Background: an optimization exercise with open tools, aiming at small area, a short achievable clock period and few clock cycles. Do not read the settings as production practice. RTL that was checked went through simulation tests only; none was proved equivalent to the original. Power figures rest on the tool's default switching activity, not on a simulated workload.

==> build 48: inputs <==
## Conv
module Conv(
  clk,
  rst_n,
  image_valid,
  filter_valid,
  in_data,
  out_valid,
  out_data
);
clock: 6.0 ns
lec_check: 0
cap_margin: 20
core_margin: 2
core_utilization: 40
setup_slack_margin: 3.0
slew_margin: 20
run.sh (not shown) runs the stock make flow with config.mk's settings and CLKGATE_MAP_FILE= SYNTH_SCRIPT=/design/flow/synth_recipe.tcl, a recipe that flattens the netlist after the stock synthesis.
==> inputs of trial 83, as changes to build 48 <==
Settings changed: SETUP_SLACK_MARGIN 3.0 to not set.
==> inputs of build 92, as changes to build 48 <==
Settings changed: SETUP_SLACK_MARGIN 3.0 to 3.4.
==> notes.md <==
| item | trial 83 | build 48 | build 92 |
|---|---|---|---|
| Status | complete, no violations | complete, no violations | complete, no violations |
| WL per Instance | 14.2 µm | 14.8 µm | 14.5 µm |
| Critical Path RT | 6170 ps | 6150 ps | 6170 ps |
| Switching Fraction | 30.9% | 31.1% | 30.9% |
| Final GP Congestion | 0.789 | 0.807 | 0.804 |
| Power share of the sequential group | 45.4% | 44.4% | 42.6% |
| Actual transition at the worst max-transition pin | 765 ps | 906 ps | 695 ps |
| Number of DRC markers in iteration 0 | 279 | 227 | 342 |
| Share of cells above drive strength 1 | 8.66% | 16.7% | 28.0% |
| Final design area excluding fillers | 0.00898 mm² | 0.00919 mm² | 0.00952 mm² |
| Total clock network power | 1.03 mW | 1.02 mW | 1.09 mW |
| Number of global-route vias before repair | 4154 | 4181 | 4338 |
| Achievable frequency | 309 MHz | 329 MHz | 331 MHz |
| Post-place setup slack | 2750 ps | 2830 ps | 2900 ps |
| Clock slew at the register clock pins of the worst setup and hold paths | 70 ps | 60 ps | 70 ps |
| DRT met1 WL | 5.65 mm | 5.96 mm | 6.06 mm |
| Relative slew slack | 48.9% | 39.5% | 53.6% |
| Core occupancy in the finished layout | 46.1% | 47.2% | 48.9% |
| GRT Overall Usage | 12.9% | 13.6% | 13.7% |
| Wire length of the first global-routing pass | 20.4 mm | 21.3 mm | 21.4 mm |
| Launch point of the worst reg-to-reg path | q[7][1]$_DFFE_PP_ | q[7][2]$_DFFE_PP_ | q[7][1]$_DFFE_PP_ |
| Area occupied by multi-input gates | 0.00277 mm² | 0.00281 mm² | 0.00296 mm² |
| Maximum number of pins on one net before global-route repair | 57 | 62 | 49 |
| Largest fanout on the critical path | 7 | 3 | 2 |
| Total detailed-routing wirelength | 12.1 mm | 13.0 mm | 12.9 mm |
| Met2 wirelength from detailed routing | 5.93 mm | 6.50 mm | 6.20 mm |
| Met3 Use GR | 3.55% | 3.69% | 3.09% |
Testbench counts of build 48, summed over its fixed seeds: cycles 9,600.
Testbench counts of trial 83, summed over its fixed seeds: cycles 9,600.
Testbench counts of build 92, summed over its fixed seeds: cycles 9,600.

========
==> v2: inputs <==
Conv, a different RTL version from the one above (not shown whole).
make LEC_CHECK=0 CAP_MARGIN=20 CORE_MARGIN=2 CORE_UTILIZATION=75 CTS_BUF_LIST='sky130_fd_sc_hd__clkbuf_4 sky130_fd_sc_hd__clkbuf_8' CTS_CLUSTER_DIAMETER=50 CTS_CLUSTER_SIZE=20 SETUP_SLACK_MARGIN=3.5 SLEW_MARGIN=20 finish   # period 6.0 ns
==> inputs of v10, as changes to v2 <==
--- a/flow/design.v
+++ b/flow/design.v
@@ -86,15 +86,15 @@
 logic [7:0] U2_s, U2_c;
 logic [8:0] U3_s, U3_c;
 logic [8:0] S_s, S_c;
 logic [5:0] Z;           
 logic [8:0] C;           
 logic [8:0] M0, M1, M2;  
 logic v0, v1;            
-logic codd, first, last;  
+logic [5:0] pos1;        
 wire u1_1, u1_2;
 assign {u1_2, u1_1} = (f[0][0] & q[14][2]) + (f[0][1] & q[14][1]) + (f[0][2] & q[14][0]);
 wire u1_3 = (f[0][1] & q[14][2]) ^ (f[0][2] & q[14][1]);
 wire u1_4 = (f[0][1] & q[14][2]) & (f[0][2] & q[14][1]);
 wire u1_5 = (f[0][0] & q[14][1]) ^ (f[0][1] & q[14][0]);
 wire u1_6 = (f[0][0] & q[14][1]) & (f[0][1] & q[14][0]);
 wire u1_7, u1_8;
@@ -326,16 +326,14 @@
 wire csum_g3_5 = csum_g2_5 | (csum_p2_5 & csum_g1_1);
 wire csum_g3_6 = csum_g2_6 | (csum_p2_6 & csum_g2_2);
 wire csum_g3_7 = csum_g2_7 | (csum_p2_7 & csum_g2_3);
 wire csum_g3_8 = csum_g2_8 | (csum_p2_8 & csum_g2_4);
 wire csum_p3_8 = csum_p2_8 & csum_p2_4;
 wire csum_g4_8 = csum_g3_8 | (csum_p3_8 & csum_g0_0);
 wire [8:0] csum = {(csum_p0_8 ^ csum_g3_7), (csum_p0_7 ^ csum_g3_6), (csum_p0_6 ^ csum_g3_5), (csum_p0_5 ^ csum_g3_4), (csum_p0_4 ^ csum_g2_3), (csum_p0_3 ^ csum_g2_2), (csum_p0_2 ^ csum_g1_1), (csum_p0_1 ^ csum_g0_0), csum_p0_0};
-wire [2:0] cc = cnt[2:0];
-wire rodd = cnt[3] ^ (cc == 3'd0);
 always_ff @(posedge clk) begin
   if (filter_valid) begin
     for (int k = 0; k < 8; k++) f[k] <= f[k+1];
     f[8] <= in_data;
   end
   if (image_valid) begin
     q[0] <= in_data;
@@ -347,29 +345,31 @@
     U3_s <= u3_a;
     U3_c <= u3_b;
     S_s <= s_a;
     S_c <= s_b;
   end
   Z <= m3(f[8], in_data);
   C <= csum;
-  codd  <= ~cc[0];
-  first <= ~rodd & cc[0];
-  last  <= rodd & ~cc[0];
+  pos1 <= cnt;
 end
+wire [2:0] cc = pos1[2:0];
+wire codd  = ~cc[0];                            
+wire rodd  = pos1[3] ^ (cc == 3'd0);            
+wire first = ~rodd & ~codd;
+wire last  = rodd & codd;
 logic [8:0] mx;
-wire gt = C > M0;
-always_comb mx = gt ? C : M0;
+always_comb mx = (C > M0) ? C : M0;
 always_ff @(posedge clk) begin
   if (v1) begin
     if (codd) begin
       M0 <= M1;
       M1 <= M2;
       M2 <= mx;
-    end else if (first || gt) begin
-      M0 <= C;
+    end else begin
+      M0 <= first ? C : mx;
     end
   end
 end
 assign out_data = M2;
 wire [2:0] row = cnt[5:3];
 wire [2:0] col = cnt[2:0];
 always_ff @(posedge clk or negedge rst_n) begin
- CORE_UTILIZATION: 75 -> 70
- CTS_BUF_LIST: sky130_fd_sc_hd__clkbuf_4 sky130_fd_sc_hd__clkbuf_8 -> sky130_fd_sc_hd__clkbuf_8
- CTS_CLUSTER_DIAMETER: 50 -> 100
- CTS_CLUSTER_SIZE: 20 -> 40
==> inputs of v3, as changes to v2 <==
- CORE_UTILIZATION: 75 -> 70
- CTS_BUF_LIST: sky130_fd_sc_hd__clkbuf_4 sky130_fd_sc_hd__clkbuf_8 -> sky130_fd_sc_hd__clkbuf_8
- CTS_CLUSTER_DIAMETER: 50 -> 100
- CTS_CLUSTER_SIZE: 20 -> 40
==> comparison <==
- Against v3, the register-to-register slack of v10 is worse by 20 ps.
- Wire length, highest first: v2, v10, v3.
- Against v2, the sequential cell count of v10 is higher by 1.
- Between v3 and v10, the lower via count is in v3 (gap about 5%, measured against v10).
- Area after synthesis: v2 is lower than v10 (0.94%).
- Between v10 and v2, the lower die area is in v2 (gap 7.9%, measured against v2).
- Of v3 and v10, v10 has the higher synthesized cell count (gap 3.6%, measured against v10).
- In v10 the cell count is larger than in v2, by about 6%.
- Non-clock buffer count, lowest first: v2, v10, v3.
Testbench counts of v10, summed over its fixed seeds: cycles 9,600.
Function not checked in v2 and v3: the RTL went through the layout flow alone.

[afterwards: timing with drivers on the ports]
No port has a modelled driver above. Below, the same layouts with a new extraction and two added sets of constraints. Step 1, drivers: a clkbuf_16 drives clk and a buf_2 each remaining input, both assumed. Step 2 adds t to the input delays and takes it off the output delays; t is the mean of the earliest and latest rising clock arrival at the registers after step 1. Input paths then give back, and output paths get back, about the clock's delay inside the block. a / b / c = ideal / step 1 / step 2; a / b = the first two.
run | t (ns) | setup WS [ns] | worst setup path at the end | latest minus earliest clock arrival (ns)
build 48 | 0.456 | 2.964 / 2.964 / 2.964 | register to register | 0.012 / 0.012
trial 83 | 0.468 | 2.763 / 2.763 / 2.763 | register to register | 0.013 / 0.012
build 92 | 0.469 | 2.978 / 2.978 / 2.978 | register to register | 0.012 / 0.011
v2 | 0.481 | 3.511 / 3.511 / 3.150 | input to register | 0.010 / 0.010
v10 | 0.486 | 3.432 / 3.440 / 2.954 | input to register | 0.018 / 0.018
v3 | 0.492 | 3.519 / 3.519 / 3.128 | input to register | 0.015 / 0.015
After both steps every run listed still meets setup and hold. For v10, which loses most, drivers alone change the setup slack by +0.008 ns; drivers and shift together by -0.478 ns.
